Source: an optimization exercise on an open RTL-to-GDS flow (aim: small area and a short achievable clock period). Production flows keep margins and buffers that such runs may drop.
Only simulation tests tie the RTL to the original design; equivalence was not proved.
Power is estimated from default activity; no workload was simulated.

==> flow/design.v (outline; a module is shown in full before it is edited, if it fits) <==
// module coeff_rom: 139 lines
// module mac_tree: 494 lines
// module polyphase_upsampler: 711 lines
// module output_conversion: 53 lines
// module vol_front: 27 lines
// module block_add: 27 lines
// module vol_mult: 159 lines
module output_conversion (
    input  wire        clk,
    input  wire        reset_n,
    input  wire signed [15:0] sample_L,
    input  wire               valid_L,
    input  wire signed [15:0] sample_R,
    input  wire               valid_R,
    input  wire [7:0]  volume,
    input  wire        mute,
    output wire signed [15:0] out_L,
    output wire signed [15:0] out_R,
    output reg               valid_out
);
  // ...
==> flow/run.sh <==
#!/bin/bash
# synth_recipe.tcl (not shown) runs the flow's synth.tcl, then flattens the netlist and writes it again
# the make line also repeats each setting of config.mk as NAME=value (left out here)
make -C /OpenROAD-flow-scripts/flow DESIGN_CONFIG=/design/flow/config.mk WORK_HOME=/design/flow/orfs CLKGATE_MAP_FILE= SYNTH_SCRIPT=/design/flow/synth_recipe.tcl finish
==> flow/config.mk <==
export PLATFORM = sky130hd
export DESIGN_NAME = output_conversion
export DESIGN_NICKNAME = output_conversion
export VERILOG_FILES = /design/flow/design.v
export SDC_FILE = /design/flow/constraint.sdc
export NUM_CORES = 4
export LEC_CHECK = 0
export CAP_MARGIN = 20
export CORE_MARGIN = 2
export CORE_UTILIZATION = 40
export SETUP_SLACK_MARGIN = 4.3
export SLEW_MARGIN = 20
export SYNTH_HIERARCHICAL = 1
export SYNTH_MINIMUM_KEEP_SIZE = 300
==> flow/constraint.sdc <==
create_clock -name core_clock -period 8.0 [get_ports {clk}]
set_input_delay 1.6000 -clock core_clock [delete_from_list [all_inputs] [get_ports {clk}]]
set_output_delay 1.6000 -clock core_clock [all_outputs]
set_load 0.01 [all_outputs]
==> results.sh, run 1 <==
export IMPL_ys_flop_type="dfxtp_1"
export IMPL_rows=132
export IMPL_hold_path_startpoint="bgen_R[2]"
export IMPL_hold_viol=0
export IMPL_io_pin_count=78
export IMPL_worst_path_stages=7
export IMPL_cts_buffers=77
export IMPL_grtUsageMet1=0.3066
export IMPL_critPathMaxFanout=4
export IMPL_postPlaceCellArea_um2=54160
export IMPL_min_period_ns=3.959
export IMPL_rsz0062_at_grt="true"
export IMPL_clk_pin_slew_ns=0.06
export IMPL_outcome="timing/DRC/antenna clean"
export IMPL_via_count=40392
export IMPL_synthMostInstantiatedCell="inv_1"
export IMPL_crit_start="cin_R"
export IMPL_crit_path_start_kind="flop"
export IMPL_slew_headroom=0.2640
export IMPL_use_met2=0.3304
export IMPL_grt_max_degree=65
export IMPL_biggestCellCategory="multi-input gates"
export IMPL_numPortBuffers=77
export IMPL_grt_pass1_wl_um=231100
export IMPL_skew_ns=0.03171
export IMPL_synth_warnings=30
export IMPL_critical_path_arrival_ns=2.36
export IMPL_hold_ws_ns=0.4526
export IMPL_worstSkewPairLatency_ns=0.69
export IMPL_max_cap_violations=0
==> module coeff_rom, before the edit <==
module coeff_rom (
    input wire [3:0] phase,
    input wire [2:0] tap_index,
    output reg [23:0] booth
);
    always @(*) begin
        case ({phase, tap_index})
            7'd0: booth = 24'h001aae;  
            7'd1: booth = 24'h005c09;  
            7'd2: booth = 24'h155c46;  
            7'd3: booth = 24'h38ab6d;  
            7'd4: booth = 24'h245200;  
            7'd5: booth = 24'h0b12ae;  
            7'd6: booth = 24'h028215;  
            7'd7: booth = 24'h000c70;  
            7'd8: booth = 24'h001ab0;  
            7'd9: booth = 24'h0060a9;  
            7'd10: booth = 24'h150b6e;  
            7'd11: booth = 24'h3712b0;  
            7'd12: booth = 24'h2460a8;  
            7'd13: booth = 24'h056205;  
            7'd14: booth = 24'h02800e;  
            7'd15: booth = 24'h000b68;  
            7'd16: booth = 24'h001a4d;  
            7'd17: booth = 24'h02aa2e;  
            7'd18: booth = 24'h031146;  
            7'd19: booth = 24'h369146;  
            7'd20: booth = 24'h269a2e;  
            7'd21: booth = 24'h04d205;  
            7'd22: booth = 24'h028a40;  
            7'd23: booth = 24'h000a45;  
            7'd24: booth = 24'h001a6d;  
            7'd25: booth = 24'h0292a8;  
            7'd26: booth = 24'h02e2b1;  
            7'd27: booth = 24'h34056e;  
            7'd28: booth = 24'h26d0a9;  
            7'd29: booth = 24'h0402b1;  
            7'd30: booth = 24'h028b40;  
            7'd31: booth = 24'h000140;  
            7'd32: booth = 24'h001a01;  
            7'd33: booth = 24'h029008;  
            7'd34: booth = 24'h02816d;  
            7'd35: booth = 24'h348a71;  
            7'd36: booth = 24'h271216;  
            7'd37: booth = 24'h06ac40;  
            7'd38: booth = 24'h028b81;  
            7'd39: booth = 24'h000040;  
            7'd40: booth = 24'h001b4d;  
            7'd41: booth = 24'h029b48;  
            7'd42: booth = 24'h02ab8d;  
            7'd43: booth = 24'h355070;  
            7'd44: booth = 24'h215231;  
            7'd45: booth = 24'h06d196;  
            7'd46: booth = 24'h028b81;  
            7'd47: booth = 24'h000346;  
            7'd48: booth = 24'h001b8d;  
            7'd49: booth = 24'h02856d;  
            7'd50: booth = 24'h000c00;  
            7'd51: booth = 24'h22e388;  
            7'd52: booth = 24'h209030;  
            7'd53: booth = 24'h0702ad;  
            7'd54: booth = 24'h028b41;  
            7'd55: booth = 24'h00026e;  
            7'd56: booth = 24'h001c41;  
            7'd57: booth = 24'h028368;  
            7'd58: booth = 24'h002c0e;  
            7'd59: booth = 24'h2290b1;  
            7'd60: booth = 24'h20dc16;  
            7'd61: booth = 24'h00a140;  
            7'd62: booth = 24'h028a46;  
            7'd63: booth = 24'h000588;  
            7'd64: booth = 24'h000428;  
            7'd65: booth = 24'h028155;  
            7'd66: booth = 24'h008b70;  
            7'd67: booth = 24'h200189;  
            7'd68: booth = 24'h200189;  
            7'd69: booth = 24'h008b70;  
            7'd70: booth = 24'h028155;  
            7'd71: booth = 24'h000428;  
            7'd72: booth = 24'h000588;  
            7'd73: booth = 24'h028a46;  
            7'd74: booth = 24'h00a140;  
            7'd75: booth = 24'h20dc16;  
            7'd76: booth = 24'h2290b1;  
            7'd77: booth = 24'h002c0e;  
            7'd78: booth = 24'h028368;  
            7'd79: booth = 24'h001c41;  
            7'd80: booth = 24'h00026e;  
            7'd81: booth = 24'h028b41;  
            7'd82: booth = 24'h0702ad;  
            7'd83: booth = 24'h209030;  
            7'd84: booth = 24'h22e388;  
            7'd85: booth = 24'h000c00;  
            7'd86: booth = 24'h02856d;  
            7'd87: booth = 24'h001b8d;  
            7'd88: booth = 24'h000346;  
            7'd89: booth = 24'h028b81;  
            7'd90: booth = 24'h06d196;  
            7'd91: booth = 24'h215231;  
            7'd92: booth = 24'h355070;  
            7'd93: booth = 24'h02ab8d;  
            7'd94: booth = 24'h029b48;  
            7'd95: booth = 24'h001b4d;  
            7'd96: booth = 24'h000040;  
            7'd97: booth = 24'h028b81;  
            7'd98: booth = 24'h06ac40;  
            7'd99: booth = 24'h271216;  
            7'd100: booth = 24'h348a71;  
            7'd101: booth = 24'h02816d;  
            7'd102: booth = 24'h029008;  
            7'd103: booth = 24'h001a01;  
            7'd104: booth = 24'h000140;  
            7'd105: booth = 24'h028b40;  
            7'd106: booth = 24'h0402b1;  
            7'd107: booth = 24'h26d0a9;  
            7'd108: booth = 24'h34056e;  
            7'd109: booth = 24'h02e2b1;  
            7'd110: booth = 24'h0292a8;  
            7'd111: booth = 24'h001a6d;  
            7'd112: booth = 24'h000a45;  
            7'd113: booth = 24'h028a40;  
            7'd114: booth = 24'h04d205;  
            7'd115: booth = 24'h269a2e;  
            7'd116: booth = 24'h369146;  
            7'd117: booth = 24'h031146;  
            7'd118: booth = 24'h02aa2e;  
            7'd119: booth = 24'h001a4d;  
            7'd120: booth = 24'h000b68;  
            7'd121: booth = 24'h02800e;  
            7'd122: booth = 24'h056205;  
            7'd123: booth = 24'h2460a8;  
            7'd124: booth = 24'h3712b0;  
            7'd125: booth = 24'h150b6e;  
            7'd126: booth = 24'h0060a9;  
            7'd127: booth = 24'h001ab0;  
            default: booth = 24'h000000;
        endcase
    end
endmodule
==> inputs of run 2 (changes only) <==
--- a/flow/design.v
+++ b/flow/design.v
@@ -6,137 +6,137 @@
     always @(*) begin
         case ({phase, tap_index})
             7'd0: booth = 24'h001aae;  
             7'd1: booth = 24'h005c09;  
             7'd2: booth = 24'h155c46;  
             7'd3: booth = 24'h38ab6d;  
             7'd4: booth = 24'h245200;  
             7'd5: booth = 24'h0b12ae;  
-            7'd6: booth = 24'h028215;  
+            7'd6: booth = 24'h000000;  
             7'd7: booth = 24'h000c70;  
             7'd8: booth = 24'h001ab0;  
             7'd9: booth = 24'h0060a9;  
             7'd10: booth = 24'h150b6e;  
             7'd11: booth = 24'h3712b0;  
             7'd12: booth = 24'h2460a8;  
             7'd13: booth = 24'h056205;  
-            7'd14: booth = 24'h02800e;  
+            7'd14: booth = 24'h000000;  
             7'd15: booth = 24'h000b68;  
             7'd16: booth = 24'h001a4d;  
             7'd17: booth = 24'h02aa2e;  
             7'd18: booth = 24'h031146;  
             7'd19: booth = 24'h369146;  
             7'd20: booth = 24'h269a2e;  
             7'd21: booth = 24'h04d205;  
-            7'd22: booth = 24'h028a40;  
+            7'd22: booth = 24'h000000;  
             7'd23: booth = 24'h000a45;  
             7'd24: booth = 24'h001a6d;  
             7'd25: booth = 24'h0292a8;  
             7'd26: booth = 24'h02e2b1;  
             7'd27: booth = 24'h34056e;  
             7'd28: booth = 24'h26d0a9;  
             7'd29: booth = 24'h0402b1;  
-            7'd30: booth = 24'h028b40;  
+            7'd30: booth = 24'h000000;  
             7'd31: booth = 24'h000140;  
             7'd32: booth = 24'h001a01;  
             7'd33: booth = 24'h029008;  
             7'd34: booth = 24'h02816d;  
             7'd35: booth = 24'h348a71;  
             7'd36: booth = 24'h271216;  
             7'd37: booth = 24'h06ac40;  
-            7'd38: booth = 24'h028b81;  
+            7'd38: booth = 24'h000000;  
             7'd39: booth = 24'h000040;  
             7'd40: booth = 24'h001b4d;  
             7'd41: booth = 24'h029b48;  
             7'd42: booth = 24'h02ab8d;  
             7'd43: booth = 24'h355070;  
             7'd44: booth = 24'h215231;  
             7'd45: booth = 24'h06d196;  
-            7'd46: booth = 24'h028b81;  
+            7'd46: booth = 24'h000000;  
             7'd47: booth = 24'h000346;  
             7'd48: booth = 24'h001b8d;  
             7'd49: booth = 24'h02856d;  
             7'd50: booth = 24'h000c00;  
             7'd51: booth = 24'h22e388;  
             7'd52: booth = 24'h209030;  
             7'd53: booth = 24'h0702ad;  
-            7'd54: booth = 24'h028b41;  
+            7'd54: booth = 24'h000000;  
             7'd55: booth = 24'h00026e;  
             7'd56: booth = 24'h001c41;  
             7'd57: booth = 24'h028368;  
             7'd58: booth = 24'h002c0e;  
             7'd59: booth = 24'h2290b1;  
             7'd60: booth = 24'h20dc16;  
             7'd61: booth = 24'h00a140;  
-            7'd62: booth = 24'h028a46;  
+            7'd62: booth = 24'h000000;  
             7'd63: booth = 24'h000588;  
             7'd64: booth = 24'h000428;  
             7'd65: booth = 24'h028155;  
             7'd66: booth = 24'h008b70;  
             7'd67: booth = 24'h200189;  
             7'd68: booth = 24'h200189;  
             7'd69: booth = 24'h008b70;  
-            7'd70: booth = 24'h028155;  
+            7'd70: booth = 24'h000000;  
             7'd71: booth = 24'h000428;  
             7'd72: booth = 24'h000588;  
             7'd73: booth = 24'h028a46;  
             7'd74: booth = 24'h00a140;  
             7'd75: booth = 24'h20dc16;  
             7'd76: booth = 24'h2290b1;  
             7'd77: booth = 24'h002c0e;  
-            7'd78: booth = 24'h028368;  
+            7'd78: booth = 24'h000000;  
             7'd79: booth = 24'h001c41;  
             7'd80: booth = 24'h00026e;  
             7'd81: booth = 24'h028b41;  
             7'd82: booth = 24'h0702ad;  
             7'd83: booth = 24'h209030;  
             7'd84: booth = 24'h22e388;  
             7'd85: booth = 24'h000c00;  
-            7'd86: booth = 24'h02856d;  
+            7'd86: booth = 24'h000000;  
             7'd87: booth = 24'h001b8d;  
             7'd88: booth = 24'h000346;  
             7'd89: booth = 24'h028b81;  
             7'd90: booth = 24'h06d196;  
             7'd91: booth = 24'h215231;  
             7'd92: booth = 24'h355070;  
             7'd93: booth = 24'h02ab8d;  
-            7'd94: booth = 24'h029b48;  
+            7'd94: booth = 24'h000000;  
             7'd95: booth = 24'h001b4d;  
             7'd96: booth = 24'h000040;  
             7'd97: booth = 24'h028b81;  
             7'd98: booth = 24'h06ac40;  
             7'd99: booth = 24'h271216;  
             7'd100: booth = 24'h348a71;  
             7'd101: booth = 24'h02816d;  
-            7'd102: booth = 24'h029008;  
+            7'd102: booth = 24'h000000;  
             7'd103: booth = 24'h001a01;  
             7'd104: booth = 24'h000140;  
             7'd105: booth = 24'h028b40;  
             7'd106: booth = 24'h0402b1;  
             7'd107: booth = 24'h26d0a9;  
             7'd108: booth = 24'h34056e;  
             7'd109: booth = 24'h02e2b1;  
-            7'd110: booth = 24'h0292a8;  
+            7'd110: booth = 24'h000000;  
             7'd111: booth = 24'h001a6d;  
             7'd112: booth = 24'h000a45;  
             7'd113: booth = 24'h028a40;  
             7'd114: booth = 24'h04d205;  
             7'd115: booth = 24'h269a2e;  
             7'd116: booth = 24'h369146;  
             7'd117: booth = 24'h031146;  
-            7'd118: booth = 24'h02aa2e;  
+            7'd118: booth = 24'h000000;  
             7'd119: booth = 24'h001a4d;  
             7'd120: booth = 24'h000b68;  
             7'd121: booth = 24'h02800e;  
             7'd122: booth = 24'h056205;  
             7'd123: booth = 24'h2460a8;  
             7'd124: booth = 24'h3712b0;  
             7'd125: booth = 24'h150b6e;  
-            7'd126: booth = 24'h0060a9;  
+            7'd126: booth = 24'h000000;  
             7'd127: booth = 24'h001ab0;  
             default: booth = 24'h000000;
         endcase
     end
 endmodule
 module mac_tree (
     input wire [15:0] x,
     input wire [23:0] b,
@@ -681,137 +681,137 @@
     always @(*) begin
         case ({phase_hi_next, tap_rom})
             7'd0: coeff_b_rom = 24'h001aae;  
             7'd1: coeff_b_rom = 24'h005c09;  
             7'd2: coeff_b_rom = 24'h155c46;  
             7'd3: coeff_b_rom = 24'h38ab6d;  
             7'd4: coeff_b_rom = 24'h245200;  
             7'd5: coeff_b_rom = 24'h0b12ae;  
-            7'd6: coeff_b_rom = 24'h028215;  
+            7'd6: coeff_b_rom = 24'h000000;  
             7'd7: coeff_b_rom = 24'h000c70;  
             7'd8: coeff_b_rom = 24'h001ab0;  
             7'd9: coeff_b_rom = 24'h0060a9;  
             7'd10: coeff_b_rom = 24'h150b6e;  
             7'd11: coeff_b_rom = 24'h3712b0;  
             7'd12: coeff_b_rom = 24'h2460a8;  
             7'd13: coeff_b_rom = 24'h056205;  
-            7'd14: coeff_b_rom = 24'h02800e;  
+            7'd14: coeff_b_rom = 24'h000000;  
             7'd15: coeff_b_rom = 24'h000b68;  
             7'd16: coeff_b_rom = 24'h001a4d;  
             7'd17: coeff_b_rom = 24'h02aa2e;  
             7'd18: coeff_b_rom = 24'h031146;  
             7'd19: coeff_b_rom = 24'h369146;  
             7'd20: coeff_b_rom = 24'h269a2e;  
             7'd21: coeff_b_rom = 24'h04d205;  
-            7'd22: coeff_b_rom = 24'h028a40;  
+            7'd22: coeff_b_rom = 24'h000000;  
             7'd23: coeff_b_rom = 24'h000a45;  
             7'd24: coeff_b_rom = 24'h001a6d;  
             7'd25: coeff_b_rom = 24'h0292a8;  
             7'd26: coeff_b_rom = 24'h02e2b1;  
             7'd27: coeff_b_rom = 24'h34056e;  
             7'd28: coeff_b_rom = 24'h26d0a9;  
             7'd29: coeff_b_rom = 24'h0402b1;  
-            7'd30: coeff_b_rom = 24'h028b40;  
+            7'd30: coeff_b_rom = 24'h000000;  
             7'd31: coeff_b_rom = 24'h000140;  
             7'd32: coeff_b_rom = 24'h001a01;  
             7'd33: coeff_b_rom = 24'h029008;  
             7'd34: coeff_b_rom = 24'h02816d;  
             7'd35: coeff_b_rom = 24'h348a71;  
             7'd36: coeff_b_rom = 24'h271216;  
             7'd37: coeff_b_rom = 24'h06ac40;  
-            7'd38: coeff_b_rom = 24'h028b81;  
+            7'd38: coeff_b_rom = 24'h000000;  
             7'd39: coeff_b_rom = 24'h000040;  
             7'd40: coeff_b_rom = 24'h001b4d;  
             7'd41: coeff_b_rom = 24'h029b48;  
             7'd42: coeff_b_rom = 24'h02ab8d;  
             7'd43: coeff_b_rom = 24'h355070;  
             7'd44: coeff_b_rom = 24'h215231;  
             7'd45: coeff_b_rom = 24'h06d196;  
-            7'd46: coeff_b_rom = 24'h028b81;  
+            7'd46: coeff_b_rom = 24'h000000;  
             7'd47: coeff_b_rom = 24'h000346;  
             7'd48: coeff_b_rom = 24'h001b8d;  
             7'd49: coeff_b_rom = 24'h02856d;  
             7'd50: coeff_b_rom = 24'h000c00;  
             7'd51: coeff_b_rom = 24'h22e388;  
             7'd52: coeff_b_rom = 24'h209030;  
             7'd53: coeff_b_rom = 24'h0702ad;  
-            7'd54: coeff_b_rom = 24'h028b41;  
+            7'd54: coeff_b_rom = 24'h000000;  
             7'd55: coeff_b_rom = 24'h00026e;  
             7'd56: coeff_b_rom = 24'h001c41;  
             7'd57: coeff_b_rom = 24'h028368;  
             7'd58: coeff_b_rom = 24'h002c0e;  
             7'd59: coeff_b_rom = 24'h2290b1;  
             7'd60: coeff_b_rom = 24'h20dc16;  
             7'd61: coeff_b_rom = 24'h00a140;  
-            7'd62: coeff_b_rom = 24'h028a46;  
+            7'd62: coeff_b_rom = 24'h000000;  
             7'd63: coeff_b_rom = 24'h000588;  
             7'd64: coeff_b_rom = 24'h000428;  
             7'd65: coeff_b_rom = 24'h028155;  
             7'd66: coeff_b_rom = 24'h008b70;  
             7'd67: coeff_b_rom = 24'h200189;  
             7'd68: coeff_b_rom = 24'h200189;  
             7'd69: coeff_b_rom = 24'h008b70;  
-            7'd70: coeff_b_rom = 24'h028155;  
+            7'd70: coeff_b_rom = 24'h000000;  
             7'd71: coeff_b_rom = 24'h000428;  
             7'd72: coeff_b_rom = 24'h000588;  
             7'd73: coeff_b_rom = 24'h028a46;  
             7'd74: coeff_b_rom = 24'h00a140;  
             7'd75: coeff_b_rom = 24'h20dc16;  
             7'd76: coeff_b_rom = 24'h2290b1;  
             7'd77: coeff_b_rom = 24'h002c0e;  
-            7'd78: coeff_b_rom = 24'h028368;  
+            7'd78: coeff_b_rom = 24'h000000;  
             7'd79: coeff_b_rom = 24'h001c41;  
             7'd80: coeff_b_rom = 24'h00026e;  
             7'd81: coeff_b_rom = 24'h028b41;  
             7'd82: coeff_b_rom = 24'h0702ad;  
             7'd83: coeff_b_rom = 24'h209030;  
             7'd84: coeff_b_rom = 24'h22e388;  
             7'd85: coeff_b_rom = 24'h000c00;  
-            7'd86: coeff_b_rom = 24'h02856d;  
+            7'd86: coeff_b_rom = 24'h000000;  
             7'd87: coeff_b_rom = 24'h001b8d;  
             7'd88: coeff_b_rom = 24'h000346;  
             7'd89: coeff_b_rom = 24'h028b81;  
             7'd90: coeff_b_rom = 24'h06d196;  
             7'd91: coeff_b_rom = 24'h215231;  
             7'd92: coeff_b_rom = 24'h355070;  
             7'd93: coeff_b_rom = 24'h02ab8d;  
-            7'd94: coeff_b_rom = 24'h029b48;  
+            7'd94: coeff_b_rom = 24'h000000;  
             7'd95: coeff_b_rom = 24'h001b4d;  
             7'd96: coeff_b_rom = 24'h000040;  
             7'd97: coeff_b_rom = 24'h028b81;  
             7'd98: coeff_b_rom = 24'h06ac40;  
             7'd99: coeff_b_rom = 24'h271216;  
             7'd100: coeff_b_rom = 24'h348a71;  
             7'd101: coeff_b_rom = 24'h02816d;  
-            7'd102: coeff_b_rom = 24'h029008;  
+            7'd102: coeff_b_rom = 24'h000000;  
             7'd103: coeff_b_rom = 24'h001a01;  
             7'd104: coeff_b_rom = 24'h000140;  
             7'd105: coeff_b_rom = 24'h028b40;  
             7'd106: coeff_b_rom = 24'h0402b1;  
             7'd107: coeff_b_rom = 24'h26d0a9;  
             7'd108: coeff_b_rom = 24'h34056e;  
             7'd109: coeff_b_rom = 24'h02e2b1;  
-            7'd110: coeff_b_rom = 24'h0292a8;  
+            7'd110: coeff_b_rom = 24'h000000;  
             7'd111: coeff_b_rom = 24'h001a6d;  
             7'd112: coeff_b_rom = 24'h000a45;  
             7'd113: coeff_b_rom = 24'h028a40;  
             7'd114: coeff_b_rom = 24'h04d205;  
             7'd115: coeff_b_rom = 24'h269a2e;  
             7'd116: coeff_b_rom = 24'h369146;  
             7'd117: coeff_b_rom = 24'h031146;  
-            7'd118: coeff_b_rom = 24'h02aa2e;  
+            7'd118: coeff_b_rom = 24'h000000;  
             7'd119: coeff_b_rom = 24'h001a4d;  
             7'd120: coeff_b_rom = 24'h000b68;  
             7'd121: coeff_b_rom = 24'h02800e;  
             7'd122: coeff_b_rom = 24'h056205;  
             7'd123: coeff_b_rom = 24'h2460a8;  
             7'd124: coeff_b_rom = 24'h3712b0;  
             7'd125: coeff_b_rom = 24'h150b6e;  
-            7'd126: coeff_b_rom = 24'h0060a9;  
+            7'd126: coeff_b_rom = 24'h000000;  
             7'd127: coeff_b_rom = 24'h001ab0;  
             default: coeff_b_rom = 24'h000000;
         endcase
     end
     wire [30:0] ts;
     wire [30:0] tc;
     wire [30:0] acc_in_s = acc_s & {31{~acc_clr}};
     wire [30:0] acc_in_c = acc_c & {31{~acc_clr}};
==> flow/config.mk (replaced) <==
export PLATFORM = sky130hd
export DESIGN_NAME = output_conversion
export DESIGN_NICKNAME = output_conversion
export VERILOG_FILES = /design/flow/design.v
export SDC_FILE = /design/flow/constraint.sdc
export NUM_CORES = 4
export LEC_CHECK = 0
export CAP_MARGIN = 20
export CORE_MARGIN = 2
export CORE_UTILIZATION = 40
export SETUP_SLACK_MARGIN = 4.1
export SLEW_MARGIN = 20
export SYNTH_HIERARCHICAL = 1
export SYNTH_MINIMUM_KEEP_SIZE = 300
==> results.sh, run 2 <==
export IMPL_drc=0
export IMPL_vias_per_cell=5.684
export IMPL_syn2layout_area_growth_pct=12.74
export IMPL_grt_usage=0.2104
export IMPL_synth_top_cell_by_area="dfxtp_1"
export IMPL_cts_buffers=79
export IMPL_ff2ff_path_depth=16
export IMPL_setup_violations=0
export IMPL_ff2ff_setup_slack_ns=4.12
export IMPL_power_w=0.02303
export IMPL_rsz0062_at_grt="true"
export IMPL_outcome="timing/DRC/antenna clean"
export IMPL_rows=131
export IMPL_rr_endpoint="up_right.out_sample_x3[16]"
export IMPL_gp_congestion=0.9555
export IMPL_grt_pass1_wl_um=224300
export IMPL_core_area_um2=128000
export IMPL_final_fill_count=11980
export IMPL_cp_slowest_cell="dfxtp_2"
export IMPL_drv_slew=0
export IMPL_path_cells="a211oi_4 -> o21bai_2 -> o31a_1 -> a21o_1 -> ha_4 -> xor2_1 -> buf_2"
export IMPL_cts_tree="done"
export IMPL_endpoint_kind="output port"
export IMPL_clk_pin_slew_ns=0.05
export IMPL_setup_ws_ns=4.090
export IMPL_p_leak_nw=23.06
export IMPL_rr_startpoint="up_right.acc_s[9]"
export IMPL_dp_cells=6646
export IMPL_worst_path_dominant_cell_family="compound AO/OA/AOI/OAI gates"
export IMPL_min_to="bgen_R[2]"
export IMPL_stdcell_count=6900
export IMPL_grt_antenna_before_repair=1
export IMPL_post_drt_wl_per_cell_um=20.54
export IMPL_final_nets=5774
export IMPL_numPortBuffers=77
export IMPL_critical_path_arrival_ns=2.31
export IMPL_min_period_ns=3.910
export IMPL_die_y_um=363.7
export IMPL_worst_slew_pin_slew_ns=1.129
export IMPL_synth_commonest_cells="nand2_1 (453), inv_1 (406), dfxtp_1 (395), fa_1 (354), clkbuf_1 (322)"
export IMPL_ir_drop_v=0.0003603
export IMPL_diodes=0
export IMPL_crit_type="reg2out"
export IMPL_synth_edff_count=256
export IMPL_multi_input_comb_area_um2=33940
export IMPL_fmax_mhz=255.8
export IMPL_skew_ns=0.06370
export IMPL_cts_root_buf="clkbuf_16"
export IMPL_hpwl_um=96110
export IMPL_hold_path_startpoint="bgen_R[2]"
export IMPL_finalSetupTns_ns=0
export IMPL_grt_max_degree=83
export IMPL_final_common_cell="nand2_1"
export IMPL_via_count=39222
export IMPL_ctsHoldBuffers=0
export IMPL_synth_seq_cells=651
export IMPL_synthMostInstantiatedCell="nand2_1"
export IMPL_cts_sinks=651
export IMPL_crit_path_start_kind="flop"
export IMPL_regArea_um2=15720
export IMPL_critPathMaxStageDelay_ns=0.34
export IMPL_seq_area_frac_synth=0.3014
export IMPL_ant_nets=0
export IMPL_drt_initial_drc_count=3433
export IMPL_hold_depth=2
export IMPL_post_route_util=0.4557
export IMPL_first_pass_iters=6
export IMPL_die_area_um2=132300
export IMPL_pre_cts_ws_ns=2.675
export IMPL_reg_largest_list="up_left.sample_buf: 128 flops, up_right.sample_buf: 128 flops"
export IMPL_period_share=0.4887
export IMPL_critPathMaxFanout=3
export IMPL_hold_viol=0
export IMPL_io_pin_count=78
export IMPL_required_ns=6.40
export IMPL_die_w_um=363.7
export IMPL_initial_core_util=0.4042
export IMPL_routed_wl_um=141700
export IMPL_syn_avg_cell_area_um2=9.802
export IMPL_slew_headroom=0.2462
export IMPL_grt_pass1_vias=39085
export IMPL_final_cell_mix="nand2_1 (443), inv_1 (403), fa_1 (347), dfxtp_1 (310), a21oi_1 (259)"
export IMPL_worstSkewPairLatency_ns=0.70
export IMPL_yosys_top_cells_area="dfxtp_1 (15%), edfxtp_1 (15%), fa_1 (14%)"
export IMPL_drive_above_1_share=0.1698
export IMPL_hp_class="reg2reg"
export IMPL_ys_flop_type="dfxtp_1"
export IMPL_htreeDepth=3
export IMPL_synth_warnings=30
export IMPL_cts_buffer_depth=3
export IMPL_synthArstFlopShare=0
export IMPL_crit_start="bprop_R[0]"
export IMPL_max_cap_violations=0
export IMPL_ys_types=99
export IMPL_grt_overflow_total=0
export IMPL_synth_cells=5279
export IMPL_cp_num_buf_inv=1
export IMPL_synth_top_area_share=0.1528
export IMPL_syn_area_um2=51750
export IMPL_power_density_nw_per_um2=394.7
==> run 2: area by class of cell <==
cell class	instances	area share
clock buffer	105	0.03710
clock inverter	40	0.01019
inverter	414	0.02674
multi-input combinational	3712	0.5818
sequential	651	0.2695
tap	1729	0.03708
timing repair buffer	249	0.03762
==> run 2: cells by family after synthesis <==
group,count (synthesis),share of synthesized area
AOI/OAI and AO/OA,1278,0.1740
xor gates and xnor gates,374,0.06461
adders and majority gates,622,0.2018
buffers and inverters,923,0.07839
DFF,651,0.3014
muxes,258,0.07056
other,2,0.0001451
and+or+nand+nor,1171,0.1092
==> run 2: worst max path at each step <==
stage,endpoint,cells after the start
after global placement,up_left.coeff_b[15],10
after CTS,out_R[15],7
after detailed placement,up_left.coeff_b[15],10
final,out_R[13],7
after floorplan,bsum_L[3],12
after global routing,out_R[15],7
==> run 2: repair_timing <==
item / in CTS / in global routing
hold endpoints to repair: 0 / 0
setup endpoints to repair: 147 / 103
pin swaps: 66 / 73
resized for setup: 216 / 194
gates cloned: 2 / 2
setup buffers: 60 / 45
==> run 2: metal layers <==
metal / share of wire / track usage / vias up
met1: 0.46 / 0.2985 / 19315
li1: - / - / 18142
met4: 0.034 / 0.08169 / 0
met2: 0.45 / 0.3256 / 1436
met5: 0 / 0 / -
met3: 0.063 / 0.02814 / 329
==> run 2: power breakdown <==
group	total (W)	switching, W	internal, W	leakage, nW
registers	0.00507	0.000778	0.00429	5.90
logic	0.0142	0.00732	0.00685	15.8
clock network	0.00379	0.00151	0.00228	1.34
total	0.0230	0.00960	0.0134	23.1
==> run 2: per-stage QoR <==
| step | instance area (µm²) | hold slack (ns) |
|---|---|---|
| global placement | 53270 | 0.4390 |
| finish | 58340 | 0.4486 |
| floorplan | 52380 | 0.4284 |
| global route | 58340 | 0.4681 |
| CTS | 57150 | 0.4489 |
| detailed placement | 53270 | 0.4432 |
==> run 2: worst min-delay path, delay by kind of cell (launching register included) <==
family	cells	cell delay [ns]
AOI/OAI and AO/OA	1	0.05
DFF	1	0.30
and+or+nand+nor	1	0.05
==> run 2: per-module statistics from Yosys (local to each module, per instance) <==
module / flops+latches / cells / area, µm² / times used
output_conversion: 63 / 405 / 3655 / 1
vol_mult: 0 / 267 / 2640 / 2
polyphase_upsampler: 294 / 2170 / 21410 / 2
==> inputs of run 3 (changes only) <==
--- a/flow/config.mk
+++ b/flow/config.mk
@@ -8,6 +8,7 @@
 export CAP_MARGIN = 20
 export CORE_MARGIN = 2
 export CORE_UTILIZATION = 40
+export CTS_BUF_LIST = sky130_fd_sc_hd__clkbuf_8
 export SETUP_SLACK_MARGIN = 4.1
 export SLEW_MARGIN = 20
 export SYNTH_HIERARCHICAL = 1
==> results.sh, run 3 <==
export IMPL_vias_per_cell=5.633
export IMPL_synthAdderAreaFrac=0.2018
export IMPL_min_period_ns=4.046
export IMPL_syn2layout_area_growth_pct=11.89
export IMPL_setup_ws_ns=3.954
export IMPL_setup_violations=0
export IMPL_die_y_um=363.7
export IMPL_muxShareOfSynthArea=0.07056
export IMPL_grt_antenna_before_repair=1
export IMPL_cts_buffer_depth=3
export IMPL_final_cell_mix="nand2_1 (442), inv_1 (427), fa_1 (347), dfxtp_1 (316), a21oi_1 (261)"
export IMPL_first_pass_iters=6
export IMPL_drc=0
export IMPL_pre_cts_ws_ns=2.675
export IMPL_rows=131
export IMPL_htreeDepth=3
export IMPL_grt_pass1_vias=39258
export IMPL_final_nets=5809
export IMPL_ys_flop_type="dfxtp_1"
export IMPL_hold_ws_ns=0.4492
export IMPL_ff2ff_path_depth=17
export IMPL_drv_slew=0
export IMPL_ff2ff_setup_slack_ns=4.08
export IMPL_numPortBuffers=77
export IMPL_power_density_nw_per_um2=387.8
export IMPL_ant_nets=0
export IMPL_final_common_cell="nand2_1"
export IMPL_hold_path_startpoint="bgen_R[2]"
export IMPL_synthArstFlopShare=0
export IMPL_crit_type="reg2out"
export IMPL_synth_top_family_by_area="adder cells"
export IMPL_drt_initial_drc_count=3400
export IMPL_gp_congestion=0.9555
export IMPL_die_w_um=363.7
export IMPL_hold_depth=2
export IMPL_synth_cells=5279
export IMPL_skew_ns=0.07964
export IMPL_period_share=0.5058
export IMPL_rsz0062_at_grt="true"
export IMPL_core_area_um2=128000
export IMPL_use_met3=0.02976
export IMPL_synth_top_area_share=0.1528
export IMPL_worst_slew_pin_slew_ns=1.131
export IMPL_syn_avg_cell_area_um2=9.802
export IMPL_synth_top_cell_by_area="dfxtp_1"
export IMPL_crit_path_start_kind="flop"
export IMPL_rr_startpoint="up_right.acc_s[4]"
export IMPL_cts_sinks=651
export IMPL_ir_drop_v=0.0003531
export IMPL_use_met2=0.3255
export IMPL_grt_max_degree=83
export IMPL_reg_largest_list="up_left.sample_buf: 128 flops, up_right.sample_buf: 128 flops"
export IMPL_regArea_um2=15720
export IMPL_synth_compound_area_share=0.1740
export IMPL_synth_edff_count=256
export IMPL_syn_area_um2=51750
export IMPL_via_count=39257
export IMPL_grt_usage=0.2102
export IMPL_synth_warnings=30
export IMPL_synthXorXnorAreaFrac=0.06461
export IMPL_hold_viol=0
export IMPL_cts_root_buf="clkbuf_8"
export IMPL_cts_tree="done"
export IMPL_power_w=0.02245
export IMPL_routed_wl_um=142100
export IMPL_busiest_layer="met2"
export IMPL_required_ns=6.40
export IMPL_grt_pass1_wl_um=224000
export IMPL_grt_overflow_total=0
export IMPL_worstSkewPairLatency_ns=0.86
export IMPL_endpoint_kind="output port"
export IMPL_crit_start="cin_L"
export IMPL_die_area_um2=132300
export IMPL_hp_class="reg2reg"
export IMPL_fmax_mhz=247.2
export IMPL_post_route_util=0.4523
export IMPL_synth_commonest_cells="nand2_1 (453), inv_1 (406), dfxtp_1 (395), fa_1 (354), clkbuf_1 (322)"
export IMPL_io_pin_count=78
export IMPL_grtUsageMet1=0.2965
export IMPL_cts_buffers=116
export IMPL_outcome="timing/DRC/antenna clean"
export IMPL_max_cap_violations=0
export IMPL_initial_core_util=0.4042
export IMPL_p_leak_nw=23.04
export IMPL_clk_pin_slew_ns=0.07
export IMPL_ys_types=99
export IMPL_critical_path_arrival_ns=2.45
export IMPL_finalSetupTns_ns=0
export IMPL_min_to="bgen_R[2]"
export IMPL_synth_seq_cells=651
export IMPL_multi_input_comb_area_um2=33910
export IMPL_seq_area_frac_synth=0.3014
export IMPL_rr_endpoint="up_right.out_sample_x3[16]"
export IMPL_drive_above_1_share=0.1778
export IMPL_yosys_top_cells_area="dfxtp_1 (15%), edfxtp_1 (15%), fa_1 (14%)"
export IMPL_hpwl_um=96110
export IMPL_post_drt_wl_per_cell_um=20.39
export IMPL_final_fill_count=12090
export IMPL_critPathMaxFanout=4
export IMPL_synthMostInstantiatedCell="nand2_1"
export IMPL_synthSimpleGateAreaFrac=0.1092
export IMPL_slew_headroom=0.2449
[run 3: how the worst max path moves through the flow]
stage / to / slack, ns
6_report: out_L[15] / 3.95
2_1_floorplan: bsum_L[3] / 3.81
3_5_place_dp: up_left.coeff_b[15] / 2.67
5_1_grt: out_R[15] / 3.79
4_1_cts: out_R[15] / 3.75
3_3_place_gp: up_left.coeff_b[15] / 2.70
[run 3: metal layers]
layer  wire, µm  up-vias
li1           -    18227
met1      65380    19292
met2      63210     1400
met3       8523      338
met4       4977        0
met5          0        -
[run 3: per-module statistics from Yosys (local to each module, per instance)]
module | cell area [µm²] | copies in the design | flops+latches
vol_mult | 2640 | 2 | 0
polyphase_upsampler | 21410 | 2 | 294
output_conversion | 3655 | 1 | 63
[run 3: cell families (layout without fill, tap and decap cells)]
| group | Yosys count | in the layout |
|---|---|---|
| AO/OA/AOI/OAI | 1278 | 1278 |
| XOR/XNOR | 374 | 374 |
| adder cells (fa/ha/maj) | 622 | 622 |
| buffers and inverters | 923 | 874 |
| flip-flops | 651 | 651 |
| multiplexers | 258 | 258 |
| other | 2 | 9 |
| AND/OR/NAND/NOR | 1171 | 1174 |
[run 3: metrics by stage]
step / instances / instance area, µm²
2_1_floorplan: 5283 / 52380
3_3_place_gp: 6646 / 53270
3_5_place_dp: 6646 / 53270
4_1_cts: 6914 / 56740
5_1_grt: 6968 / 57900
6_report: 6969 / 57900
[run 3: layout make-up]
class,count,share of cell area
clock buffer,131,0.03114
timing repair buffer,247,0.03637
multi-input combinational,3712,0.5856
sequential,651,0.2715
inverter,414,0.02695
clock inverter,82,0.01096
antenna,3,0.0001297
tap,1729,0.03736
[run 3: repair_timing]
action	CTS	global route
buffers inserted	54	50
resized for setup	232	177
gates cloned	1	2
pin swaps	67	91
endpoints found under the setup margin	125	96
hold buffers	0	0
[run 3: power breakdown]
group	internal, W	switching (W)
clock	0.00172	0.00153
sequential	0.00429	0.000771
combinational	0.00684	0.00730
[run 3: critical path: stages (launching register included)]
cell	delay (ns)
dfxtp_4	0.37
a211oi_2	0.21
o21bai_2	0.10
o31a_1	0.28
a31o_1	0.19
ha_1	0.18
xor2_1	0.13
buf_2	0.15
==> inputs of run 4 (changes only) <==
--- a/flow/config.mk
+++ b/flow/config.mk
@@ -8,8 +8,7 @@
 export CAP_MARGIN = 20
 export CORE_MARGIN = 2
 export CORE_UTILIZATION = 40
-export CTS_BUF_LIST = sky130_fd_sc_hd__clkbuf_8
-export SETUP_SLACK_MARGIN = 4.1
+export SETUP_SLACK_MARGIN = 4.3
 export SLEW_MARGIN = 20
 export SYNTH_HIERARCHICAL = 1
 export SYNTH_MINIMUM_KEEP_SIZE = 300
==> results.sh, run 4 <==
export IMPL_syn_avg_cell_area_um2=9.802
export IMPL_synth_seq_cells=651
export IMPL_crit_type="reg2out"
export IMPL_final_nets=5843
export IMPL_finalSetupTns_ns=0
export IMPL_critPathMaxFanout=3
export IMPL_grt_max_degree=75
export IMPL_critPathMaxStageDelay_ns=0.35
export IMPL_routed_wl_um=144200
export IMPL_grt_usage=0.2118
export IMPL_via_count=39650
export IMPL_first_pass_iters=7
export IMPL_cts_sinks=651
export IMPL_post_drt_wl_per_cell_um=20.69
export IMPL_cts_buffer_depth=3
export IMPL_min_period_ns=3.921
export IMPL_cts_tree="done"
export IMPL_power_density_nw_per_um2=395.3
export IMPL_synth_top_area_share=0.1528
export IMPL_vias_per_cell=5.689
export IMPL_skew_ns=0.03792
export IMPL_cp_slowest_cell="dfxtp_1"
export IMPL_gp_congestion=0.9702
export IMPL_p_comb_frac=0.631
export IMPL_final_common_cell="nand2_1"
export IMPL_sequentialPowerShare=0.215
export IMPL_hp_class="reg2reg"
export IMPL_ir_drop_v=0.0003262
export IMPL_grt_antenna_before_repair=3
export IMPL_synth_warnings=30
export IMPL_reg_largest_list="up_left.sample_buf: 128 flops, up_right.sample_buf: 128 flops"
export IMPL_die_area_um2=132300
export IMPL_p_sw_w=0.009811
export IMPL_core_area_um2=128000
export IMPL_hpwl_um=95070
export IMPL_drc=0
export IMPL_grt_pass1_wl_um=225900
export IMPL_switching_share=0.4162
export IMPL_path_cells="a211oi_4 -> o21bai_2 -> o31a_1 -> a31o_1 -> ha_2 -> xor2_1 -> buf_4"
export IMPL_fmax_mhz=255.1
export IMPL_ant_nets=0
export IMPL_synth_edff_count=256
export IMPL_synth_top_cell_by_area="dfxtp_1"
export IMPL_dp_cells=6644
export IMPL_post_route_util=0.4658
export IMPL_synthArstFlopShare=0
export IMPL_synthMostInstantiatedCell="nand2_1"
export IMPL_clk_pin_slew_ns=0.06
export IMPL_max_cap_violations=0
export IMPL_cts_root_buf="clkbuf_16"
export IMPL_seq_area_frac_synth=0.3014
export IMPL_drv_slew=0
export IMPL_grt_overflow_total=0
export IMPL_hold_viol=0
export IMPL_stdcell_count=6969
export IMPL_p_leak_nw=23.54
export IMPL_outcome="timing/DRC/antenna clean"
export IMPL_critical_path_arrival_ns=2.32
export IMPL_worstSkewPairLatency_ns=0.69
export IMPL_intPower_w=0.01376
export IMPL_htreeDepth=3
export IMPL_io_pin_count=78
export IMPL_setup_violations=0
export IMPL_grt_pass1_vias=39882
export IMPL_drt_initial_drc_count=3708
export IMPL_initial_core_util=0.4042
export IMPL_rows=131
export IMPL_crit_path_start_kind="flop"
export IMPL_synth_commonest_cells="nand2_1 (453), inv_1 (406), dfxtp_1 (395), fa_1 (354), clkbuf_1 (322)"
export IMPL_numPortBuffers=77
export IMPL_worst_slew_pin_slew_ns=1.117
export IMPL_period_share=0.4901
export IMPL_hold_ws_ns=0.4499
export IMPL_ys_flop_type="dfxtp_1"
export IMPL_drive_above_1_share=0.2006
export IMPL_syn2layout_area_growth_pct=15.24
export IMPL_yosys_top_cells_area="dfxtp_1 (15%), edfxtp_1 (15%), fa_1 (14%)"
export IMPL_p_clk_frac=0.155
export IMPL_ys_types=99
export IMPL_endpoint_kind="output port"
export IMPL_required_ns=6.40
export IMPL_die_w_um=363.7
export IMPL_rsz0062_at_grt="true"
export IMPL_die_y_um=363.7
export IMPL_slew_headroom=0.2498
export IMPL_synth_cells=5279
export IMPL_cts_buffers=78
export IMPL_syn_area_um2=51750
export IMPL_final_cell_mix="nand2_1 (439), inv_1 (399), fa_1 (338), dfxtp_1 (298), edfxtp_1 (256)"
-- run 4: cell count changes in the layout (fill, tap and decap cells not counted), moves of 13 or more --
| cell | previous run | this run |
|---|---|---|
| buf_4 | 158 | 196 |
| buf_6 | 14 | 27 |
| clkbuf_16 | 0 | 87 |
| clkbuf_8 | 131 | 15 |
| dfxtp_1 | 316 | 298 |
| dfxtp_4 | 10 | 37 |
| ha_1 | 209 | 189 |
| ha_4 | 46 | 69 |
| inv_1 | 427 | 399 |
-- run 4: critical path, delay by kind of cell, from the launching register on --
family | cells | cell delay, ns
AO/OA/AOI/OAI | 4 | 0.82
flip-flops | 1 | 0.35
adder cells (fa/ha/maj) | 1 | 0.17
XOR/XNOR | 1 | 0.17
buffers and inverters | 1 | 0.16
-- run 4: power groups by stage --
stage | registers [W] | clock network (W) | logic (W)
2_1_floorplan | 0.00468 | 0 | 0.0105
3_3_place_gp | 0.00502 | 0 | 0.0120
3_5_place_dp | 0.00503 | 0 | 0.0122
4_1_cts | 0.00503 | 0.00373 | 0.0140
5_1_grt | 0.00515 | 0.00385 | 0.0166
6_report | 0.00507 | 0.00364 | 0.0149
-- run 4: per-module statistics from Yosys (local to each module, per instance) --
module | cells inside | flip-flops and latches | times used
polyphase_upsampler | 2170 | 294 | 2
output_conversion | 405 | 63 | 1
vol_mult | 267 | 0 | 2
-- run 4: path summary, 6_finish.rpt --
path | startpoint | end | slack, ns | cells after the start
setup / recovery | bgen_R[0] | out_R[15] | 4.08 | 7
hold / removal | bgen_R[2] | bgen_R[2] | 0.45 | 2
setup reg to reg | up_right.acc_s[4] | up_right.out_sample_x3[16] | 4.24 | 16
hold reg to reg | bgen_R[2] | bgen_R[2] | 0.45 | 2
-- run 4: timing repair --
item                                    4_1_cts  5_1_grt
resized for setup                           372      199
endpoints found under the setup margin      175      116
endpoints found under the hold margin         0        0
hold buffers                                  0        0
pin swaps                                   123      120
cloned                                        8        8
buffers inserted                             94       71
-- run 4: area by class of cell --
| type | instances | area (µm²) |
|---|---|---|
| inverter | 414 | 1564 |
| timing repair inverter | 1 | 5.005 |
| timing repair buffer | 315 | 2985 |
| multi-input combinational | 3715 | 34440 |
| sequential | 651 | 15810 |
| tap | 1729 | 2163 |
| clock inverter | 43 | 446.7 |
| clock buffer | 100 | 2217 |
| antenna | 1 | 2.502 |
| fill | 11874 | 68380 |
-- run 4: kinds of logic (layout without fill, tap and decap cells) --
| logic type | Yosys count | in the layout | share of synthesized area |
|---|---|---|---|
| other cells | 2 | 7 | 0.0001451 |
| mux | 258 | 258 | 0.07056 |
| compound gates | 1278 | 1278 | 0.1740 |
| fa+ha+maj | 622 | 622 | 0.2018 |
| flops | 651 | 651 | 0.3014 |
| xor+xnor | 374 | 376 | 0.06461 |
| buf+inv | 923 | 873 | 0.07839 |
| simple gates | 1171 | 1175 | 0.1092 |
-- run 4: stage by stage --
step / power (W) / worst slack [ns] / cell area [µm²]
2_1_floorplan: 0.01520 / 3.809 / 52780
3_3_place_gp: 0.01700 / 2.686 / 53610
3_5_place_dp: 0.01721 / 2.731 / 53610
4_1_cts: 0.02276 / 3.950 / 58180
5_1_grt: 0.02560 / 3.968 / 59630
6_report: 0.02358 / 4.079 / 59630
-- run 4: routing by layer --
| metal | global-route usage | vias to the layer above | routed length (µm) |
|---|---|---|---|
| li1 | - | 18246 | - |
| met1 | 0.2915 | 19370 | 62620 |
| met2 | 0.3337 | 1695 | 65610 |
| met3 | 0.03682 | 339 | 10670 |
| met4 | 0.07843 | 0 | 5317 |
| met5 | 0 | - | 0 |
==> inputs of run 5 (changes only) <==
--- a/flow/config.mk
+++ b/flow/config.mk
@@ -7,8 +7,8 @@
 export LEC_CHECK = 0
 export CAP_MARGIN = 20
 export CORE_MARGIN = 2
-export CORE_UTILIZATION = 40
-export SETUP_SLACK_MARGIN = 4.3
+export CORE_UTILIZATION = 55
+export SETUP_SLACK_MARGIN = 4.1
 export SLEW_MARGIN = 20
 export SYNTH_HIERARCHICAL = 1
 export SYNTH_MINIMUM_KEEP_SIZE = 300
==> results.sh, run 5 <==
export IMPL_outcome="timing/DRC/antenna clean"
export IMPL_vias_per_cell=6.143
export IMPL_min_period_ns=4.016
export IMPL_critical_path_arrival_ns=2.42
export IMPL_setup_ws_ns=3.984
export IMPL_path_cells="a211oi_4 -> o21bai_2 -> o31a_1 -> buf_4 -> a31o_4 -> ha_4 -> xor2_1 -> buf_2"
export IMPL_cp_num_buf_inv=2
export IMPL_cts_sinks=651
export IMPL_grt_max_degree=105
export IMPL_syn2layout_area_growth_pct=10.70
export IMPL_rows=112
export IMPL_slew_headroom=0.2756
export IMPL_synth_top_cell_by_area="dfxtp_1"
export IMPL_setup_violations=0
export IMPL_rr_endpoint="up_right.out_sample_x3[16]"
export IMPL_p_leak_nw=22.85
export IMPL_cts_tree="done"
export IMPL_core_area_um2=93330
export IMPL_ff2ff_setup_slack_ns=4.05
export IMPL_ant_nets=0
export IMPL_seq_area_frac_synth=0.3014
export IMPL_via_count=39377
export IMPL_synth_top_area_share=0.1528
export IMPL_drt_initial_drc_count=3885
export IMPL_synth_commonest_cells="nand2_1 (453), inv_1 (406), dfxtp_1 (395), fa_1 (354), clkbuf_1 (322)"
export IMPL_first_pass_iters=8
export IMPL_drive_above_1_share=0.1616
export IMPL_endpoint_kind="output port"
export IMPL_final_nets=5758
export IMPL_synth_cells=5279
export IMPL_ys_types=99
export IMPL_grt_pass1_vias=38984
export IMPL_drv_slew=0
export IMPL_htreeDepth=3
export IMPL_die_w_um=310.7
export IMPL_die_y_um=310.7
export IMPL_worst_slew_pin_slew_ns=1.085
export IMPL_grt_overflow_total=0
export IMPL_grt_antenna_before_repair=3
export IMPL_gp_congestion=0.9783
export IMPL_worstSkewPairLatency_ns=0.67
export IMPL_clk_pin_slew_ns=0.06
export IMPL_ir_drop_v=0.0002845
export IMPL_crit_path_start_kind="flop"
export IMPL_post_drt_wl_per_cell_um=21.82
export IMPL_hold_viol=0
export IMPL_reg_largest_list="up_left.sample_buf: 128 flops, up_right.sample_buf: 128 flops"
export IMPL_rr_startpoint="up_right.acc_s[9]"
export IMPL_hold_depth=2
export IMPL_drc=0
export IMPL_numPortBuffers=77
export IMPL_worst_path_dominant_cell_family="compound AO/OA/AOI/OAI gates"
export IMPL_crit_type="reg2out"
export IMPL_io_pin_count=78
export IMPL_pre_cts_ws_ns=2.801
export IMPL_critPathMaxFanout=3
export IMPL_critPathMaxStageDelay_ns=0.34
export IMPL_ff2ff_path_depth=16
export IMPL_final_common_cell="nand2_1"
export IMPL_finalSetupTns_ns=0
export IMPL_min_to="bgen_R[2]"
export IMPL_synth_seq_cells=651
export IMPL_synthMostInstantiatedCell="nand2_1"
export IMPL_ys_flop_type="dfxtp_1"
export IMPL_hpwl_um=94370
export IMPL_syn_avg_cell_area_um2=9.802
export IMPL_cp_slowest_cell="dfxtp_2"
export IMPL_synth_edff_count=256
export IMPL_yosys_top_cells_area="dfxtp_1 (15%), edfxtp_1 (15%), fa_1 (14%)"
export IMPL_fin_area_um2=57280
export IMPL_cts_buffers=79
export IMPL_ctsHoldBuffers=0
export IMPL_power_density_nw_per_um2=386.8
export IMPL_routed_wl_um=139900
export IMPL_period_share=0.5019
export IMPL_max_cap_violations=0
export IMPL_synthArstFlopShare=0
export IMPL_required_ns=6.40
export IMPL_syn_area_um2=51750
export IMPL_postPlaceCellArea_um2=52710
export IMPL_rsz0062_at_grt="true"
export IMPL_initial_core_util=0.5544
export IMPL_grt_usage=0.2811
export IMPL_fmax_mhz=249.0
export IMPL_skew_ns=0.03586
export IMPL_hp_class="reg2reg"
export IMPL_synth_warnings=30
export IMPL_grt_pass1_wl_um=220200
export IMPL_die_area_um2=96550
export IMPL_final_cell_mix="nand2_1 (446), inv_1 (404), fa_1 (347), dfxtp_1 (312), a21oi_1 (265)"
export IMPL_cts_root_buf="clkbuf_16"
export IMPL_hold_path_startpoint="bgen_R[2]"
export IMPL_cts_buffer_depth=3
## run 5: cell counts after synthesis
Identical to the previous run, type by type.
## run 5: where the power goes
group / internal (W) / switching (W)
registers: 0.00429 / 0.000786
logic: 0.00647 / 0.00704
clock network: 0.00208 / 0.00149
total: 0.0128 / 0.00932
## run 5: worst max path at each step
stage | startpoint | to | slack (ns) | depth (start not counted)
after detailed placement | volume[5] | bsum_L[7] | 2.80 | 11
after global routing | up_right.acc_c[4] | up_right.out_sample_x3[16] | 3.85 | 15
after global placement | valid_R | up_right.coeff_b[17] | 2.75 | 10
after floorplan | volume[0] | bsum_L[3] | 3.81 | 12
final | bprop_R[0] | out_R[15] | 3.98 | 8
after CTS | bgen_L[1] | out_L[15] | 3.87 | 7
## run 5: repair_timing
action / CTS / global route
endpoints found under the setup margin: 144 / 106
cloned: 4 / 6
pin swaps: 64 / 58
resized for setup: 218 / 155
buffers inserted: 46 / 31
## run 5: modules after synthesis (local to each module, per instance)
module               cells inside  cell area, µm²  times used  flip-flops and latches
polyphase_upsampler          2170           21410           2                     294
vol_mult                      267            2640           2                       0
output_conversion             405            3655           1                      63
## run 5: routing by layer
metal | track usage | vias up | wire [µm] | share of wire
met1 | 0.4098 | 19215 | 63340 | 0.45
met5 | 0 | - | 0 | 0
met3 | 0.04872 | 359 | 10940 | 0.078
li1 | - | 18121 | - | -
met4 | 0.09190 | 0 | 4593 | 0.033
met2 | 0.4249 | 1682 | 61000 | 0.44
## run 5: kinds of logic (layout without fill, tap and decap cells)
kind of cell,Yosys count,after routing,share of synthesized area
other cells,2,7,0.0001451
buf+inv,923,787,0.07839
xor+xnor,374,375,0.06461
compound gates,1278,1278,0.1740
fa+ha+maj,622,622,0.2018
flops,651,651,0.3014
simple gates,1171,1178,0.1092
mux,258,258,0.07056
## run 5: tightest hold or removal path: cells and delay by family, from the launching register on
family / cells / cell delay [ns]
DFF: 1 / 0.30
AOI/OAI and AO/OA: 1 / 0.05
and+or+nand+nor: 1 / 0.05
## run 5: metrics by stage
stage,hold slack (ns),total power (W),std cells,util
2_1_floorplan,0.4284,0.01483,5283,-
4_1_cts,0.4496,0.02141,6372,0.6039
3_3_place_gp,0.4427,0.01660,6177,0.5647
5_1_grt,0.4706,0.02412,6409,0.6138
3_5_place_dp,0.4441,0.01681,6177,0.5647
6_report,0.4487,0.02216,6410,0.6138
## run 5: final cells by class
cell class,count,area (µm²)
inverters,414,1554
fillers,7916,36040
repair buffers,228,2058
multi-input cells,3717,33790
well taps,1254,1569
clock inverters,43,435.4
flip-flops and latches,651,15720
clock buffers,102,2153
diodes,1,2.502
==> inputs of run 6 (changes only) <==
--- a/flow/config.mk
+++ b/flow/config.mk
@@ -7,8 +7,8 @@
 export LEC_CHECK = 0
 export CAP_MARGIN = 20
 export CORE_MARGIN = 2
-export CORE_UTILIZATION = 55
+export CORE_UTILIZATION = 40
 export SETUP_SLACK_MARGIN = 4.1
 export SLEW_MARGIN = 20
 export SYNTH_HIERARCHICAL = 1
-export SYNTH_MINIMUM_KEEP_SIZE = 300
+export SYNTH_MINIMUM_KEEP_SIZE = 1000
==> results.sh, run 6 <==
export IMPL_min_period_ns=3.939
export IMPL_crit_type="reg2reg"
export IMPL_final_common_cell="nand2_1"
export IMPL_final_nets=5792
export IMPL_grt_pass1_wl_um=221500
export IMPL_cts_buffer_depth=3
export IMPL_grt_overflow_total=0
export IMPL_reg_largest_list="up_left.sample_buf: 128 flops, up_right.sample_buf: 128 flops"
export IMPL_critPathMaxFanout=6
export IMPL_slew_headroom=0.2723
export IMPL_max_cap_violations=0
export IMPL_cts_root_buf="clkbuf_16"
export IMPL_grt_max_degree=108
export IMPL_p_clk_frac=0.163
export IMPL_ff2ff_setup_slack_ns=4.06
export IMPL_path_cells="ha_4 -> a21o_1 -> o21bai_4 -> a311oi_2 -> nand3_2 -> a311oi_2 -> nor2b_1 -> o21a_1 -> o2111a_1 -> a2111oi_4 -> xor2_2 -> ha_4 -> inv_6 -> nor3_4 -> a2111oi_4 -> o311ai_2"
export IMPL_postPlaceCellArea_um2=52540
export IMPL_fmax_mhz=253.8
export IMPL_skew_ns=0.03510
export IMPL_grt_usage=0.2091
export IMPL_cts_buffers=77
export IMPL_htreeDepth=3
export IMPL_sequentialPowerShare=0.227
export IMPL_cts_tree="done"
export IMPL_grt_pass1_vias=39060
export IMPL_first_pass_iters=6
export IMPL_routed_wl_um=138400
export IMPL_core_area_um2=125600
export IMPL_switching_share=0.4250
export IMPL_ir_drop_v=0.0003481
export IMPL_p_comb_frac=0.610
export IMPL_ys_flop_type="dfxtp_1"
export IMPL_die_w_um=359.8
export IMPL_initial_core_util=0.4033
export IMPL_rows=130
export IMPL_drive_above_1_share=0.1539
export IMPL_rr_endpoint="up_left.out_sample_x3[15]"
export IMPL_synth_top_area_share=0.1561
export IMPL_outcome="timing/DRC/antenna clean"
export IMPL_ff2ff_path_depth=16
export IMPL_seq_area_frac_synth=0.3079
export IMPL_stdcell_count=6838
export IMPL_die_y_um=359.8
export IMPL_dp_cells=6605
export IMPL_power_density_nw_per_um2=385.9
export IMPL_ctsHoldBuffers=0
export IMPL_synth_warnings=30
export IMPL_hp_class="reg2reg"
export IMPL_grt_antenna_before_repair=3
export IMPL_p_sw_w=0.009404
export IMPL_gp_congestion=0.9452
export IMPL_synthMostInstantiatedCell="nand2_1"
export IMPL_critical_path_arrival_ns=4.46
export IMPL_rsz0062_at_grt="true"
export IMPL_p_leak_nw=22.85
export IMPL_cts_sinks=651
export IMPL_crit_path_start_kind="flop"
export IMPL_die_area_um2=129500
export IMPL_cp_endpoint="up_left.out_sample_x3[15]"
export IMPL_critPathMaxStageDelay_ns=0.35
export IMPL_io_pin_count=78
export IMPL_synth_commonest_cells="nand2_1 (456), inv_1 (438), dfxtp_1 (395), fa_1 (354), clkbuf_1 (339)"
export IMPL_drv_slew=0
export IMPL_drt_initial_drc_count=3200
export IMPL_period_share=0.4924
export IMPL_drc=0
export IMPL_hold_viol=0
export IMPL_worst_slew_pin_slew_ns=1.090
export IMPL_numPortBuffers=77
export IMPL_clk_pin_slew_ns=0.05
export IMPL_required_ns=8.52
export IMPL_worstSkewPairLatency_ns=0.69
export IMPL_endpoint_kind="flop"
export IMPL_synth_cells=5232
export IMPL_syn2layout_area_growth_pct=13.22
export IMPL_ys_types=87
export IMPL_final_cell_mix="nand2_1 (446), inv_1 (434), fa_1 (350), dfxtp_1 (319), a21oi_1 (269)"
export IMPL_intPower_w=0.01273
export IMPL_syn_avg_cell_area_um2=9.680
export IMPL_synth_seq_cells=651
export IMPL_cp_slowest_cell="a2111oi_4"
export IMPL_synth_top_cell_by_area="dfxtp_1"
export IMPL_crit_start="up_left.acc_s[19]"
export IMPL_syn_area_um2=50650
export IMPL_rr_startpoint="up_left.acc_s[19]"
export IMPL_vias_per_cell=5.720
export IMPL_ant_nets=0
export IMPL_synth_edff_count=256
export IMPL_post_drt_wl_per_cell_um=20.23
export IMPL_hpwl_um=91920
export IMPL_yosys_top_cells_area="dfxtp_1 (16%), edfxtp_1 (15%), fa_1 (14%)"
export IMPL_finalSetupTns_ns=0
export IMPL_setup_violations=0
export IMPL_synthArstFlopShare=0
export IMPL_via_count=39111
export IMPL_fin_area_um2=57340
-- run 6: cell types whose count changed after synthesis, moves of 24 or more --
cell     before  now
mux2_1       28    0
mux2_4       24    0
mux2_2       70  125
o21ai_0     174  228
inv_1       406  438
buf_4       111    3
-- run 6: power groups by stage --
stage                     combinational (W)  sequential [W]  clock (W)
final                                0.0135         0.00503    0.00360
after global routing                 0.0153         0.00511    0.00384
after CTS                            0.0123         0.00498    0.00371
after detailed placement             0.0117         0.00501          0
after global placement               0.0114         0.00501          0
after floorplan                     0.00958         0.00464          0
-- run 6: layer usage --
layer,GRT usage,wire (µm),up-vias
met5,0,13,-
met4,0.07135,4210,2
met3,0.03525,10070,305
met2,0.3311,62670,1546
met1,0.2890,61390,19048
li1,-,-,18210
-- run 6: worst min-delay path by stage --
stage	start	end	depth (start not counted)
floorplan	up_left.phase_accum[0]	up_left.phase_accum[0]	1
detailed placement	bgen_R[0]	bgen_R[0]	2
global route	bprop_R[4]	bprop_R[4]	2
CTS	bprop_R[4]	bprop_R[4]	2
finish	bprop_R[4]	bprop_R[4]	2
global placement	bprop_L[4]	bprop_L[4]	2
-- run 6: stage by stage --
stage | setup slack (ns) | utilization | hold WS [ns] | total power, W
2_1_floorplan | 3.712 | - | 0.4277 | 0.01422
3_3_place_gp | 2.387 | 0.4184 | 0.4401 | 0.01641
3_5_place_dp | 2.340 | 0.4184 | 0.4475 | 0.01669
4_1_cts | 3.914 | 0.4485 | 0.4543 | 0.02104
5_1_grt | 3.880 | 0.4566 | 0.4700 | 0.02425
6_report | 4.061 | 0.4566 | 0.4511 | 0.02213
-- run 6: critical path, delay by kind of cell, from the launching register on --
kind	cells	cell delay (ns)
flip-flops	1	0.34
XOR/XNOR	1	0.29
AO/OA/AOI/OAI	9	2.25
buffers and inverters	1	0.09
AND/OR/NAND/NOR	3	0.33
adder cells (fa/ha/maj)	2	0.51
-- run 6: Yosys stat by module, one instance, submodules excluded --
module | times used | cells inside | cell area, µm² | flip-flops and latches
output_conversion | 1 | 852 | 7834 | 63
polyphase_upsampler | 2 | 2190 | 21410 | 294
-- run 6: cell type report --
type,instances,area (µm²)
fill,11804,68230
antenna,2,5.005
clock inverter,28,375.4
multi-input combinational,3728,33070
sequential,651,15700
tap,1650,2064
timing repair buffer,225,2247
clock buffer,112,2220
inverter,442,1665
-- run 6: repair_timing --
| action | CTS | global route |
|---|---|---|
| hold endpoints to repair | 0 | 0 |
| pin swaps | 37 | 66 |
| setup buffers | 42 | 33 |
| gates resized for setup | 227 | 207 |
| cloned | 12 | 4 |
| setup endpoints to repair | 156 | 105 |
-- run 6: kinds of logic (layout without fill, tap and decap cells) --
kind of cell / after synthesis / after routing / share of synthesized area
AO/OA/AOI/OAI: 1285 / 1285 / 0.1724
flip-flops: 651 / 651 / 0.3079
XOR/XNOR: 364 / 364 / 0.06354
AND/OR/NAND/NOR: 1192 / 1199 / 0.1139
multiplexers: 258 / 258 / 0.07038
adder cells (fa/ha/maj): 622 / 622 / 0.2061
buffers and inverters: 860 / 807 / 0.06581
other: 0 / 2 / 0
==> inputs of run 7 (changes only) <==
--- a/flow/config.mk
+++ b/flow/config.mk
@@ -5,6 +5,7 @@
 export SDC_FILE = /design/flow/constraint.sdc
 export NUM_CORES = 4
 export LEC_CHECK = 0
+export ABC_AREA = 1
 export CAP_MARGIN = 20
 export CORE_MARGIN = 2
 export CORE_UTILIZATION = 40
==> results.sh, run 7 <==
export IMPL_vias_per_cell=5.426
export IMPL_rsz0062_at_grt="true"
export IMPL_skew_ns=0.04549
export IMPL_power_density_nw_per_um2=399.4
export IMPL_ys_types=63
export IMPL_synth_warnings=30
export IMPL_grt_max_degree=81
export IMPL_ff2ff_setup_slack_ns=4.15
export IMPL_final_common_cell="nand2_1"
export IMPL_htreeDepth=3
export IMPL_grt_pass1_vias=43086
export IMPL_path_cells="clkbuf_4 -> nand2_4 -> buf_12 -> clkinvlp_4 -> buf_12 -> a21oi_1 -> fa_1 -> inv_1 -> fa_1 -> ha_1 -> fa_1 -> nand2_1 -> a21oi_2"
export IMPL_synthXorXnorAreaFrac=0.05183
export IMPL_yosys_top_cells_area="dfxtp_1 (16%), edfxtp_1 (15%), fa_1 (14%)"
export IMPL_p_leak_nw=26.10
export IMPL_synthAdderAreaFrac=0.2059
export IMPL_grt_pass1_wl_um=245600
export IMPL_synth_top_family_by_area="adder cells"
export IMPL_final_cell_mix="nand2_1 (1111), inv_1 (1059), nor2_1 (374), a21oi_1 (365), o21ai_0 (351)"
export IMPL_muxShareOfSynthArea=0.01264
export IMPL_diodes=0
export IMPL_clk_pin_slew_ns=0.06
export IMPL_first_pass_iters=7
export IMPL_min_period_ns=3.885
export IMPL_ant_nets=0
export IMPL_post_route_util=0.4559
export IMPL_die_y_um=360
export IMPL_via_count=43883
export IMPL_crit_type="in2reg"
export IMPL_worst_slew_pin_slew_ns=1.110
export IMPL_grt_overflow_total=0
export IMPL_critPathMaxStageDelay_ns=0.50
export IMPL_synth_top_area_share=0.1552
export IMPL_drive_above_1_share=0.1033
export IMPL_synthSimpleGateAreaFrac=0.1547
export IMPL_grt_antenna_before_repair=1
export IMPL_period_share=0.4856
export IMPL_worstSkewPairLatency_ns=0.70
export IMPL_synth_compound_area_share=0.1581
export IMPL_cts_root_buf="clkbuf_16"
export IMPL_routed_wl_um=157200
export IMPL_ys_flop_type="dfxtp_1"
export IMPL_cts_sinks=649
export IMPL_finalSetupTns_ns=0
export IMPL_core_area_um2=125700
export IMPL_synthArstFlopShare=0
export IMPL_power_w=0.02290
export IMPL_synth_cells=6297
export IMPL_gp_congestion=0.9972
export IMPL_synthMostInstantiatedCell="nand2_1"
export IMPL_initial_core_util=0.4032
export IMPL_outcome="timing/DRC/antenna clean"
export IMPL_ctsHoldBuffers=0
export IMPL_cts_buffers=79
export IMPL_hold_viol=0
export IMPL_critical_path_arrival_ns=4.48
export IMPL_synth_commonest_cells="nand2_1 (1122), inv_1 (1112), dfxtp_1 (393), nor2_1 (382), a21oi_1 (369)"
export IMPL_cp_slowest_cell="fa_1"
export IMPL_drc=0
export IMPL_synth_top_cell_by_area="dfxtp_1"
export IMPL_reg_largest_list="up_left.sample_buf: 128 flops, up_right.sample_buf: 128 flops"
export IMPL_drv_slew=0
export IMPL_cts_tree="done"
export IMPL_max_cap_violations=0
export IMPL_hold_ws_ns=0.4387
export IMPL_syn_avg_cell_area_um2=8.051
export IMPL_post_drt_wl_per_cell_um=19.44
export IMPL_die_w_um=360
export IMPL_rows=130
export IMPL_numPortBuffers=77
-- run 7: cell types whose count changed after synthesis, moves of 192 or more --
cell / previous run / this run
nor2_1: 170 / 382
inv_1: 438 / 1112
xnor2_1: 210 / 18
o22ai_1: 24 / 283
clkbuf_1: 339 / 146
nand2_1: 456 / 1122
a22oi_1: 270 / 0
-- run 7: kinds of logic (layout without fill, tap and decap cells) --
logic type,Yosys count,count (layout)
buffers and inverters,1437,1572
AND/OR/NAND/NOR,1885,1891
AO/OA/AOI/OAI,1340,1340
flip-flops,649,649
multiplexers,64,64
XOR/XNOR,300,300
adder cells (fa/ha/maj),622,622
-- run 7: timing repair --
action / CTS / global route
pin swaps: 10 / 21
setup endpoints to repair: 153 / 100
resized for setup: 137 / 136
setup buffers: 44 / 99
gates cloned: 5 / 5
-- run 7: final timing paths --
kind	startpoint	endpoint	cells past startpoint
worst max-delay path	volume[5]	bsum_L[1]	13
worst min-delay path	up_right.acc_c[0]	up_right.acc_c[0]	2
worst max register to register	up_right.coeff_b[14]	up_right.acc_c[17]	8
worst min register to register	up_right.acc_c[0]	up_right.acc_c[0]	2
-- run 7: area by class of cell --
type,count,area [µm²]
clock buffers,91,2073
flip-flops and latches,649,15640
repair inverters,2,10.01
well taps,1650,2064
multi-input cells,4217,30000
fillers,12298,68410
inverters,1155,4557
clock inverters,54,688.2
repair buffers,270,2297
-- run 7: per-layer routing --
metal	GRT usage	routed length [µm]	part of all wire
met1	0.3203	68520	0.44
met3	0.04592	12090	0.077
met5	0	0	0
met2	0.3809	70670	0.45
met4	0.08354	5938	0.038
-- run 7: worst max-delay path: cells and delay by family --
family,cells,cell delay (ns)
buf+inv,5,0.70
compound gates,2,0.38
fa+ha+maj,4,1.58
simple gates,2,0.20
-- run 7: per-module statistics from Yosys (local to each module, per instance) --
module,area [µm²],cells inside,times used,flops+latches
output_conversion,7226,957,1,63
polyphase_upsampler,21730,2670,2,293
-- run 7: through the flow --
step | worst slack, ns | instance area (µm²) | cells
5_1_grt | 4.017 | 57330 | 8088
3_3_place_gp | 2.579 | 52810 | 7790
2_1_floorplan | 3.849 | 50940 | 6297
4_1_cts | 4.019 | 56240 | 7984
6_report | 4.115 | 57330 | 8088
3_5_place_dp | 2.544 | 52810 | 7790
-- run 7: power breakdown --
part | internal [W] | switching, W | total (W)
Clock | 0.00222 | 0.00158 | 0.00380
Sequential | 0.00434 | 0.000640 | 0.00498
Combinational | 0.00517 | 0.00895 | 0.0141
Total | 0.0117 | 0.0112 | 0.0229

Setup slack of run 7, layout unchanged: 4.115 ns with ideal ports, 4.070 ns with driving cells assumed (clock clkbuf_16, inputs buf_2), 3.403 ns with port delays also shifted by the 0.748 ns mid clock arrival.
